This is an optimization exercise on Yosys and OpenROAD, whose aim is small area, not a production implementation.
No run shown here included a check of the RTL's function; only the layout flow was run.
Power and IR drop assume default switching activity.

**flow/config.mk**
```make
export PLATFORM = sky130hd
export DESIGN_NAME = TrainControlSystem
export DESIGN_NICKNAME = TrainControlSystem
export VERILOG_FILES = /design/flow/design.v
export SDC_FILE = /design/flow/constraint.sdc
export NUM_CORES = 4
export LEC_CHECK = 0
export CAP_MARGIN = 20
export CORE_MARGIN = 2
export CORE_UTILIZATION = 40
export SLEW_MARGIN = 20
export BUFFER_PORTS_ARGS = -buffer_cell sky130_fd_sc_hd__buf_1
export SKIP_REPAIR_TIE_FANOUT = 1
export CTS_ARGS = -sink_clustering_enable -repair_clock_nets -dont_use_dummy_load -buf_list {sky130_fd_sc_hd__clkbuf_16} -sink_clustering_size 50 -sink_clustering_max_diameter 500
```
**flow/constraint.sdc**
```tcl
create_clock -name core_clock -period 20.0 [get_ports {CLOCK_50}]
set_input_delay 4.0000 -clock core_clock [delete_from_list [all_inputs] [get_ports {CLOCK_50}]]
set_output_delay 4.0000 -clock core_clock [all_outputs]
set_load 0.01 [all_outputs]
```
**flow/design.v**
```verilog
module Encoder(input [3:0]in, output reg [2:0]out);
	always @(in) begin
		if (in[3]) out <= 3'b111;
		else if (in[2]) out <= 3'b110;
		else if (in[1]) out <= 3'b101;
		else if (in[0]) out <= 3'b100;
		else out <= 3'b000;
	end
endmodule
module Key(input [3:0]KEY, input CLOCK_50, input reset, output reg [2:0]trackPressed, output reg prevValid);
	wire [2:0]enc;
	Encoder key_encoder({~KEY[1], ~KEY[0], ~KEY[3], ~KEY[2]}, enc);
	always @(posedge CLOCK_50) begin
		trackPressed <= reset ? 3'b000 : enc;
		prevValid <= reset ? 1'b0 : trackPressed[2];
	end
endmodule
module Switch(input [11:0]open, input [11:0]E, input CLOCK_50, input reset, output reg [11:0]pwm);
	localparam [11:0] RIGHT = 12'b0110_1001_0110;
	localparam [19:0] S62 = 20'h4ff2e, S72 = 20'h9a6dc, SEND = 20'hfa6b3;
	reg [19:0]lfsr;
	wire atEnd = lfsr == SEND;
	wire at62 = lfsr == S62;
	wire at72 = lfsr == S72;
	always @(posedge CLOCK_50) begin
		if (reset || atEnd) lfsr <= 20'd0;
		else lfsr <= {~lfsr[18:0], lfsr[19] ^ lfsr[16]};
	end
	wire [11:0]sel72 = open ^ RIGHT;
	integer i;
	always @(posedge CLOCK_50) begin
		for (i = 0; i < 12; i = i + 1) begin
			if (reset) pwm[i] <= 1'b0;
			else if (atEnd) pwm[i] <= pwm[i] | E[i];
			else if (sel72[i] ? at72 : at62) pwm[i] <= 1'b0;
		end
	end
endmodule
module TrainControlSystem(input [17:0]SW, input [3:0]KEY, input CLOCK_50, input reset, output [7:0]LEDG, output[11:0]LEDR, output [35:0]GPIO);
	parameter L1 = 0, L2 = 1, R3 = 2, R4 = 3;
	reg [1:0]P, Q, Lr, Rr;
	wire [2:0]trackPressed;
	wire trackPressedPrev;
	Key keys(KEY, CLOCK_50, reset, trackPressed, trackPressedPrev);
	assign LEDG[2:0] = trackPressed;
	wire [2:0]stationTrackSelector;
	Encoder station_track_encoder(SW[3:0], stationTrackSelector);
	assign LEDG[6:4] = stationTrackSelector;
	wire [1:0]s = stationTrackSelector[1:0];
	always @(posedge CLOCK_50) begin
		if (reset) begin
			P <= 2'd2; Q <= 2'd1; Lr <= 2'd1; Rr <= 2'd2;
		end else if (trackPressed[2] && !trackPressedPrev && stationTrackSelector[2]) begin
			case (trackPressed[1:0])
				L2: begin
					P <= s;
					if (Q == s) Q <= 2'd1;
					if (!s[1] || Lr[1]) Lr <= 2'd1;
				end
				R3: begin
					Q <= s;
					if (P == s) P <= 2'd2;
					if (s[1] || !Rr[1]) Rr <= 2'd2;
				end
				L1: begin
					Lr <= s;
					if (s[1] || !P[1]) P <= 2'd2;
				end
				R4: begin
					Rr <= s;
					if (!s[1] || Q[1]) Q <= 2'd1;
				end
			endcase
		end
	end
	assign LEDR[0] = Lr[1];
	assign LEDR[1] = !P[1];
	assign LEDR[2] = LEDR[1];
	assign LEDR[3] = LEDR[0];
	assign LEDR[4] = P == 2'd0 || Lr == 2'd0;
	assign LEDR[5] = P == 2'd3 || Lr == 2'd3;
	assign LEDR[6] = Q == 2'd0 || Rr == 2'd0;
	assign LEDR[7] = Q == 2'd3 || Rr == 2'd3;
	assign LEDR[8] = !Rr[1];
	assign LEDR[9] = Q[1];
	assign LEDR[10] = LEDR[9];
	assign LEDR[11] = LEDR[8];
	wire [11:0]pwm;
	Switch switches(LEDR, SW[17:6], CLOCK_50, reset, pwm);
	assign LEDG[3] = 1'b0;
	assign LEDG[7] = 1'b0;
	genvar g;
	generate for (g = 0; g < 12; g = g + 1) begin : gpio
		assign GPIO[2*g] = pwm[g];
		assign GPIO[2*g+1] = 1'b0;
	end endgenerate
	assign GPIO[35:24] = 12'd0;
endmodule
```
**flow/flow/run.sh**
```bash
#!/bin/bash
set -euo pipefail
cat >> config.mk <<'EOF'
export BUFFER_PORTS_ARGS = -buffer_cell sky130_fd_sc_hd__buf_1
export SKIP_REPAIR_TIE_FANOUT = 1
export CTS_ARGS = -sink_clustering_enable -repair_clock_nets -dont_use_dummy_load -buf_list {sky130_fd_sc_hd__clkbuf_16} -sink_clustering_size 50 -sink_clustering_max_diameter 500
EOF
bash standard.sh > standard.log 2>&1
```
**flow/standard.sh**
```bash
#!/bin/bash
# synth_recipe.tcl (not shown) runs the flow's synth.tcl, then flattens the netlist and writes it again
# the make line also repeats each setting of config.mk as NAME=value (left out here)
make -C /OpenROAD-flow-scripts/flow DESIGN_CONFIG=/design/flow/config.mk WORK_HOME=/design/flow/orfs CLKGATE_MAP_FILE= SYNTH_SCRIPT=/design/flow/synth_recipe.tcl "${@:-finish}"
```
==> impl_metrics.tcl, run 1 <==
set metrics [dict create \
    ant_nets 0 \
    crit_arrival_ns 4.86 \
    ys_top_cells_by_count "dfxtp_1 (44), buf_4 (34), nor2_1 (29)" \
    grt_pass1_vias 1461 \
    cpLargestDelayFamily "simple AND/OR/NAND/NOR gates" \
    max_freq_mhz 113 \
    r2r_cells 5 \
    critical_path_class "input pin to primary output" \
    slew_viol_final 0 \
    wl_um 4210 \
    grt_usage_pct 15.7 \
    grt_max_degree 31 \
    drtPass1Iterations 4 \
    synth_flop_cell "dfxtp_1" \
    cts-resized-gates 0 \
    finalSetupViolations 0 \
    synth_edf_count 0 \
    grt.overflow.total 0 \
    p_sw_w 0.0000446 \
    grt_pass1_wl_um 6760 \
    yosysTopAreaCell "dfxtp_1" \
    p_leak_nw 0.764 \
    critPathMaxStageDelay_ns 0.51 \
    ctsHoldBuffers 0 \
    drv_cap 0 \
    pre_cts_ws_ns 11.14 \
    synth_seq_area_share_pct 42.9 \
    n_fill_cell 540 \
    cp-start-kind "input pin" \
    path_cells "buf_1 -> nor4_1 -> inv_1 -> buf_1" \
    ios 80 \
    synth_nets 261 \
    rows 26 \
    ir_worst_vdd_uv 59.4 \
    cp_common_cell "buf_1" \
    cts_buffers 5 \
    worstMarginPinSlew_ns 0.543 \
    cp-end-kind "primary output" \
    slowest_stage "nor4_1" \
    p_seq_share_pct 51.5 \
    min_period_over_period_pct 44.3 \
    die_w_um 75.6 \
    dieArea_sq_um 5720 \
    antenna_found_initial 0 \
    syn_inst 235 \
    diodes 0 \
    clkPwrFrac_pct 39.4 \
    synth_top_area_share_pct 42.9 \
    wire_per_inst_um 13.1 \
    drc 0 \
    area_delta_synth_final_pct 5.79 \
    comb_power_share_pct 9.1 \
    core_sq_um 5040 \
    postCtsSetupBuffers 0 \
    root_buffer "clkbuf_16" \
    clk_pin_slew_ns 0.06 \
    power_density_nw_per_um2 86.1 \
    fin_crit_ns 8.86 \
    rr_endpoint "switches.lfsr[13]" \
    synthMostInstantiatedCell "dfxtp_1" \
    htreeDepth 2 \
    layout_setup_ws_ns 11.14 \
    worst_setup_path_endpoint "LEDG[6]" \
    fin_skew_ns 0.0124 \
    tritoncts "built" \
    relSlewSlack_pct 63.8 \
    fin_total_pwr_w 0.000187 \
    r2r_start "switches.lfsr[14]" \
    crit_fanout 3 \
    ys_warn_count 4 \
    swShare_pct 23.8 \
    dr.first_iter.drc_count 59 \
    drive_above_1_share_pct 5.20 \
    synth_cell_types 46 \
    ys_ff_latch 44 \
    crit_buf_inv 3 \
    nets 278 \
    clock_path_buffers 2 \
    intPower_w 0.000142 \
    synth_area_leaders "dfxtp_1 (43%), buf_4 (12%), nor2_1 (5.3%)" \
    async_flop_share_pct 0 \
    crit_required_ns 16.00 \
    io_buffers 51 \
    worstSetupPathDepth 4 \
    via_per_inst 4.99 \
    synth_area_sq_um 2050 \
    startpoint "SW[3]" \
    reg2reg_setup_slack_ns 17.82 \
    cts_sinks 44 \
    worstHoldPathType "flip-flop to flip-flop" \
    hpwl_um 3050 \
    start_util_pct 40.7 \
    fp.dieH_um 75.6 \
    syn-mean-instance-area_sq_um 8.73 \
    outcome "timing/DRC/antenna clean" \
    post-route-util_pct 43.1 \
    place.gp.congestion 0.765 \
    vias 1598 \
    rsz0062_at_grt "false" \
    finalSetupTns_ns 0 \
    clk_latency_ns 0.28 \
    hold_viol 0 \
]
==> flip-flops by register name, indices dropped and copies added, names as in the netlist <==
signal / cells
Lr: 2
P: 2
Q: 2
Rr: 2
keys.prevValid: 1
keys.trackPressed: 3
switches.lfsr: 20
switches.pwm: 12
==> kinds of logic after synthesis <==
group | Yosys count | share of synthesized area, %
AO/OA/AOI/OAI | 49 | 16.5
XOR/XNOR | 3 | 1.28
adder cells (fa/ha/maj) | 2 | 1.22
buffers and inverters | 52 | 16.1
flip-flops | 44 | 42.9
multiplexers | 4 | 1.95
other | 1 | 0.183
AND/OR/NAND/NOR | 80 | 19.9
==> area by class of cell <==
cell class | count | area [sq um] | share of cell area [%]
flip-flops and latches | 44 | 881 | 40.6
well taps | 70 | 87.6 | 4.03
multi-input cells | 139 | 841 | 38.7
repair buffers | 52 | 199 | 9.16
inverters | 10 | 37.5 | 1.73
clock buffers | 5 | 125 | 5.76
==> worst register-to-register path, cell delays in order, from the launching register on <==
cell and delay (ns):
dfxtp_1 0.32, or4_1 0.54, nor2_2 0.17, and3_1 0.43, or2_1 0.49, nor2_1 0.10
==> how the worst min path moves through the flow <==
stage                       from           endpoint  slack [ns]  depth (start not counted)
2_1_floorplan  switches.lfsr[15]  switches.lfsr[16]        0.39                          1
3_3_place_gp   switches.lfsr[10]  switches.lfsr[11]        0.40                          1
3_5_place_dp   switches.lfsr[10]  switches.lfsr[11]        0.40                          1
4_1_cts         switches.lfsr[9]  switches.lfsr[10]        0.40                          1
5_1_grt         switches.lfsr[9]  switches.lfsr[10]        0.42                          1
6_report        switches.lfsr[9]  switches.lfsr[10]        0.40                          1
==> cell usage in the layout, fill, tap and decap left out, types with 5 or more instances in the layout <==
| cell | synthesis | layout |
|---|---|---|
| buf_1 | 1 | 51 |
| dfxtp_1 | 44 | 44 |
| nor2_1 | 29 | 29 |
| nand2_1 | 16 | 16 |
| a21oi_1 | 15 | 15 |
| inv_1 | 10 | 10 |
| o211ai_1 | 8 | 8 |
| nand3_1 | 6 | 6 |
| nand2b_1 | 5 | 5 |
| clkbuf_16 | 0 | 5 |
==> power groups by stage <==
stage	logic [W]	registers, W	clock network [W]
2_1_floorplan	0.0000177	0.0000965	0
4_1_cts	0.0000171	0.0000962	0.0000753
5_1_grt	0.0000194	0.0000969	0.0000795
3_3_place_gp	0.0000169	0.0000980	0
6_report	0.0000171	0.0000962	0.0000736
3_5_place_dp	0.0000171	0.0000981	0
==> metal layers <==
layer | vias to the layer above | part of all wire (%) | track usage, %
li1 | 818 | - | -
met1 | 742 | 48 | 20.8
met2 | 36 | 46 | 24.5
met3 | 2 | 4.8 | 4.63
met4 | 0 | 0.81 | 5.46
met5 | - | 0 | 0
==> through the flow <==
step | hold slack (ns) | instances | area, sq um
finish | 0.400 | 320 | 2170
global route | 0.420 | 320 | 2170
CTS | 0.403 | 320 | 2170
detailed placement | 0.402 | 315 | 2050
global placement | 0.397 | 315 | 2050
floorplan | 0.391 | 235 | 2050
==> run 2, diff against run 1 <==
==> flow/flow/run.sh (replaced) <==
#!/bin/bash
set -euo pipefail
cat >> config.mk <<'EOF'
export BUFFER_PORTS_ARGS = -buffer_cell sky130_fd_sc_hd__buf_1
export SKIP_REPAIR_TIE_FANOUT = 1
export CTS_ARGS = -sink_clustering_enable -repair_clock_nets -dont_use_dummy_load -buf_list {sky130_fd_sc_hd__clkbuf_8}
EOF
bash standard.sh > standard.log 2>&1
--- a/flow/config.mk
+++ b/flow/config.mk
@@ -11,4 +11,4 @@
 export SLEW_MARGIN = 20
 export BUFFER_PORTS_ARGS = -buffer_cell sky130_fd_sc_hd__buf_1
 export SKIP_REPAIR_TIE_FANOUT = 1
-export CTS_ARGS = -sink_clustering_enable -repair_clock_nets -dont_use_dummy_load -buf_list {sky130_fd_sc_hd__clkbuf_16} -sink_clustering_size 50 -sink_clustering_max_diameter 500
+export CTS_ARGS = -sink_clustering_enable -repair_clock_nets -dont_use_dummy_load -buf_list {sky130_fd_sc_hd__clkbuf_8}
==> run 2 against run 1 <==
  * Highest routed layer unchanged
  * Synthesized cell count did not move
  * Register-to-register slack hardly changed
  * Sequential share of layout area is 1.1 points higher
  * Largest power group unchanged
  * Still clean
  * First-iteration DRC count increased by 31%
  * Utilization fell by 1.1 points
==> impl_metrics.tcl, run 2 <==
set metrics [dict create \
    synth_area_sq_um 2050 \
    ff_latch_area_sq_um 881 \
    yosysTopAreaCell "dfxtp_1" \
    wire_per_inst_um 13.1 \
    grt.overflow.total 0 \
    grt_max_degree 31 \
    hold_viol 0 \
    cp-end-kind "primary output" \
    fp.dieH_um 75.6 \
    max_freq_mhz 113 \
    drive_above_1_share_pct 5.20 \
    ys_ff_latch 44 \
    crit_required_ns 16.00 \
    power_density_nw_per_um2 77.0 \
    layout_setup_ws_ns 11.14 \
    fin_cells 320 \
    wl_um 4190 \
    synth_edf_count 0 \
    regMostFlops "switches.lfsr" \
    top_regs "switches.lfsr: 20 flops, switches.pwm: 12 flops, keys.trackPressed: 3 flops" \
    ys_warn_count 4 \
    reg2reg_setup_slack_ns 17.81 \
    finalSetupTns_ns 0 \
    grt_usage_pct 15.5 \
    synth_area_leaders "dfxtp_1 (43%), buf_4 (12%), nor2_1 (5.3%)" \
    rr_endpoint "switches.lfsr[9]" \
    tritoncts "built" \
    r2r_cells 5 \
    die_w_um 75.6 \
    grt_pass1_vias 1466 \
    ys_top_cells_by_count "dfxtp_1 (44), buf_4 (34), nor2_1 (29)" \
    fin_hold_ws_ns 0.395 \
    core_sq_um 5040 \
    clock_path_buffers 2 \
    cts-resized-gates 0 \
    synth_seq_area_share_pct 42.9 \
    min_period_over_period_pct 44.3 \
    ir_worst_vdd_uv 42.2 \
    synth_top_area_share_pct 42.9 \
    ctsHoldBuffers 0 \
    clk_pin_slew_ns 0.09 \
    root_buffer "clkbuf_8" \
    synth_nets 261 \
    io_buffers 51 \
    htreeDepth 2 \
    drc 0 \
    nets 278 \
    fin_skew_ns 0.0183 \
    worstMarginPinSlew_ns 0.548 \
    synth_flop_cell "dfxtp_1" \
    rsz0062_at_grt "false" \
    layout_commonest_cell "buf_1" \
    async_flop_share_pct 0 \
    n_fill_cell 549 \
    drv_cap 0 \
    min_from "switches.lfsr[9]" \
    fin_crit_ns 8.86 \
    grt_pass1_wl_um 6660 \
    ios 80 \
    start_util_pct 40.7 \
    hold_depth 1 \
    clk_latency_ns 0.30 \
    crit_arrival_ns 4.86 \
    place.gp.congestion 0.765 \
    pre_cts_ws_ns 11.14 \
    slew_viol_final 0 \
    synthMostInstantiatedCell "dfxtp_1" \
    synth_cell_types 46 \
    cts_sinks 44 \
    worstHoldPathType "flip-flop to flip-flop" \
    p_leak_nw 0.739 \
    multi_input_area_sq_um 841 \
    largest_reg_flops 20 \
    antenna_found_initial 0 \
    outcome "timing/DRC/antenna clean" \
    hpwl_um 3050 \
    dieArea_sq_um 5720 \
    syn_inst 235 \
    relSlewSlack_pct 63.4 \
    crit_fanout 3 \
    via_per_inst 5.02 \
    syn-mean-instance-area_sq_um 8.73 \
    cts_buffers 5 \
    r2r_start "switches.lfsr[14]" \
    cp-start-kind "input pin" \
    critical_path_class "input pin to primary output" \
    finalSetupViolations 0 \
    diodes 0 \
    postCtsSetupBuffers 0 \
    fin_total_pwr_w 0.000163 \
    dp_cells 315 \
    final_cell_mix "buf_1 (51), dfxtp_1 (44), nor2_1 (29), nand2_1 (16), a21oi_1 (15)" \
    vias 1605 \
    ant_nets 0 \
    area_delta_synth_final_pct 3.05 \
    dr.first_iter.drc_count 77 \
    drtPass1Iterations 4 \
    rows 26 \
    holdPathEnd "switches.lfsr[10]" \
]
-- run 2: changes by cell type in the layout (fill, tap and decap cells not counted) --
cell / change
clkbuf_16: -5
clkbuf_8: +5
-- run 2: cell families (layout without fill, tap and decap cells) --
| family | after synthesis | after routing | synth area share [%] |
|---|---|---|---|
| buffers and inverters | 52 | 67 | 16.1 |
| other | 1 | 1 | 0.183 |
| XOR/XNOR | 3 | 3 | 1.28 |
| AO/OA/AOI/OAI | 49 | 49 | 16.5 |
| AND/OR/NAND/NOR | 80 | 80 | 19.9 |
| flip-flops | 44 | 44 | 42.9 |
| adder cells (fa/ha/maj) | 2 | 2 | 1.22 |
| multiplexers | 4 | 4 | 1.95 |
-- run 2: layout make-up --
type | instances | area share [%]
clock buffers | 5 | 3.25
inverters | 10 | 1.78
multi-input cells | 139 | 39.8
flip-flops and latches | 44 | 41.7
well taps | 70 | 4.14
repair buffers | 52 | 9.41
-- run 2: metal layers --
metal  GRT usage [%]  wire [um]  vias up
met1            19.7       1980      744
met4            5.85         67        0
met5               0          0        -
met3            4.50        230        5
li1                -          -      814
met2            25.1       1910       42
-- run 2: critical path, cell delays in order --
cell,delay [ns]
buf_1,0.09
nor4_1,0.51
inv_1,0.11
buf_1,0.15
-- run 2: worst max-delay path by stage --
stage | from | to | cells past startpoint
2_1_floorplan | SW[3] | LEDG[6] | 2
3_3_place_gp | SW[3] | LEDG[6] | 4
3_5_place_dp | SW[3] | LEDG[6] | 4
4_1_cts | SW[3] | LEDG[6] | 4
5_1_grt | SW[3] | LEDG[6] | 4
6_report | SW[3] | LEDG[6] | 4
-- run 2: through the flow --
step	utilization, %	cell area, sq um
floorplan	-	2050
global placement	40.6	2050
detailed placement	40.6	2050
CTS	41.9	2110
global route	41.9	2110
finish	41.9	2110
-- run 2: where the power goes --
part | switching (W) | internal, W
clock | 0.0000271 | 0.0000225
combinational | 0.0000107 | 0.00000642
sequential | 0.00000431 | 0.0000917

what the ideal ports hide:
Ports are ideal in the flow. The routed layouts listed here were re-timed in OpenROAD. Step 1 (the two cells are an assumption about what drives the block):
set clk [get_ports {CLOCK_50}]
set_driving_cell -lib_cell sky130_fd_sc_hd__clkbuf_16 $clk
set_driving_cell -lib_cell sky130_fd_sc_hd__buf_2 [delete_from_list [all_inputs] $clk]
Step 2 adds t to the input delays and takes it off the output delays; t is the mean of the earliest and latest rising clock arrival at the registers after step 1. Input paths then give back, and output paths get back, about the clock's delay inside the block. Three values: ideal, step 1, step 2; two values: the first two.
run | t, ns | slack for setup (ns) | worst register clock-pin slew, ns
run 1 | 0.309 | 11.139 / 11.117 / 11.117 | 0.06 / 0.06
run 2 | 0.316 | 11.136 / 11.115 / 11.115 | 0.09 / 0.09
After both steps every run listed still meets setup and hold. For run 1, which loses most, drivers alone change the setup slack by -0.022 ns; drivers and shift together by -0.022 ns.
